From an optimization exercise on the open Yosys and OpenROAD flow, aimed at small area; shortcuts taken in it are not production practice. The RTL was checked by simulation tests, not by an equivalence proof against the original design. Power and IR drop assume default switching activity.

## run 1
Design network_sys, start of the top module:
module network_sys(ready_to_transfer_in_0, ready_to_transfer_in_1, cpu_data_in_0, cpu_data_in_1, char_received, char_sent, net_data_in,
		ser_data_out, state, state2, hex0, hex1, hex2, hex3,
		ser_data_in, scanner_rst, start_scanning, start_transfer, cpu_data_out_0, cpu_data_out_1, wr_en1, wr_en2, read_inc1, read_inc2,
		trans_en, load, net_data_out, clk, rst);
Size in the first run: ~99 I/O pins.
clock: 10.0 ns
lec_check: 0
abc_area: 1
cap_margin: 20
core_margin: 2
core_utilization: 60
cts_buf_list: sky130_fd_sc_hd__clkbuf_2 sky130_fd_sc_hd__clkbuf_4 sky130_fd_sc_hd__clkbuf_8
place_density: 0.7
slew_margin: 20
standard.sh (not shown) runs the stock make flow with config.mk's settings and CLKGATE_MAP_FILE= SYNTH_SCRIPT=/design/flow/synth_recipe.tcl, a recipe that flattens the netlist after the stock synthesis.
==> flow/flow/run.sh <==
#!/bin/bash
# Own layout flow: the standard flow, except
#  - synthesis maps the logic with flow/abc.script and without ORFS's adder cells
#    (registers come out exactly as in the standard synthesis);
#  - the port buffers are the smallest buffer, sky130_fd_sc_hd__buf_1.
# Each tool's output goes to its own log in this folder.
set -euo pipefail
export OWN_WORK=$(pwd)
export OWN_ABC_SCRIPT=$OWN_WORK/flow/abc.script
sed -e "s#SYNTH_SCRIPT=[^ ]*#SYNTH_SCRIPT=$OWN_WORK/flow/synth.tcl ADDER_MAP_FILE=#" standard.sh > own_synth.sh
bash own_synth.sh synth > synth.log 2>&1
export BUFFER_PORTS_ARGS="-buffer_cell sky130_fd_sc_hd__buf_1"
export CTS_ARGS="-sink_clustering_enable -repair_clock_nets -dont_use_dummy_load -buf_list {sky130_fd_sc_hd__clkbuf_4 sky130_fd_sc_hd__clkbuf_8} -sink_clustering_size 16 -sink_clustering_max_diameter 60"
bash standard.sh > layout.log 2>&1
==> flow/flow/abc.script <==
&get -n
&deepsyn -T 120
&put
dch
amap
==> flow/flow/synth.tcl <==
# Standard synthesis (synth_recipe.tcl), with the final ABC technology mapping
# run through our own area script (deepsyn) instead of ORFS's.
proc abc {args} {
  set i [lsearch -exact $args -script]
  if { $i >= 0 } {
    lset args [expr {$i + 1}] $::env(OWN_ABC_SCRIPT)
  }
  puts "own abc: $args"
  yosys abc {*}$args
}
source $::env(OWN_WORK)/synth_recipe.tcl
## Diff of input files: run 2 against run 1
==> flow/flow/abc.script <==
&get -n
&deepsyn -T 120
&put
dch
map -a
topo
stime -c
buffer -c
upsize -c
dnsize -c
### Flow results
Run 2 finished end to end and its layout was clean on timing, DRC and antenna.
Vias per cell went down by a few percent going from run 1 to run 2.
Run 2 against run 1; HPWL after detailed placement is up by a few percent.
Of run 2 and run 1, the run reporting the lower setup slack of the critical path after layout was run 1.
On aggregate global-route resource usage, run 2 and run 1 are neck and neck.
Delta (run 2 minus run 1): count of buffers added by post-CTS timing repair for setup shows no meaningful change, clock input transition at the sequential cells of the worst setup and hold paths ~0 delta.
met3 usage ended up 0.74 points higher on run 2 than on run 1.
Count of cell instances traversed by the critical path (lower): run 2
[inputs] run 3 vs run 2
-- flow/flow/run.sh --
<<< run 2, line 11
bash own_synth.sh synth > synth.log 2>&1
export BUFFER_PORTS_ARGS="-buffer_cell sky130_fd_sc_hd__buf_1"
export CTS_ARGS="-sink_clustering_enable -repair_clock_nets -dont_use_dummy_load -buf_list {sky130_fd_sc_hd__clkbuf_4 sky130_fd_sc_hd__clkbuf_8} -sink_clustering_size 16 -sink_clustering_max_diameter 60"
bash standard.sh > layout.log 2>&1
>>> run 3, line 11
bash own_synth.sh synth > synth.log 2>&1
export BUFFER_PORTS_ARGS="-buffer_cell sky130_fd_sc_hd__buf_1"
export CTS_ARGS="-sink_clustering_enable -repair_clock_nets -dont_use_dummy_load -buf_list {sky130_fd_sc_hd__clkbuf_8 sky130_fd_sc_hd__clkbuf_16} -sink_clustering_size 25 -sink_clustering_max_diameter 80"
bash standard.sh > layout.log 2>&1
Findings:
Delta(count of clock-buffer cells in the layout, run 3 - run 2) < 0. Wire length across run 2 and run 3: no real change. Sum of internal, switching and leakage power grows by a few percent when moving from run 2 to run 3.

-- re-timing with driven ports --
In the flow no input, the clock included, has a driving cell. The finished layouts below were timed again as built, in two steps.
Step 1: set_driving_cell puts a clkbuf_16 on clk and a buf_2 on each other input, an assumption about the parent block.
Step 2 moves the port delays by t, midway between the first and last clock arrival at a register: inputs arrive t later, outputs are due t later. That takes back most of the time a late clock gives input paths.
Slacks: ideal ports / drivers / drivers and shift; pairs: ideal ports / drivers.
run | t (ns) | setup WS [ns] | hold WS [ns] | worst setup path after step 2 | worst data-port slew with drivers (ns)
run 1 | 0.563 | 4.369 / 4.327 / 4.890 | 0.429 / 0.429 / 0.429 | register to output | 0.04
run 2 | 0.552 | 5.330 / 5.288 / 5.840 | 0.407 / 0.407 / 0.407 | register to output | 0.05
run 3 | 0.508 | 5.383 / 5.340 / 5.848 | 0.404 / 0.404 / 0.404 | register to output | 0.04
After both steps every run listed still meets setup and hold.
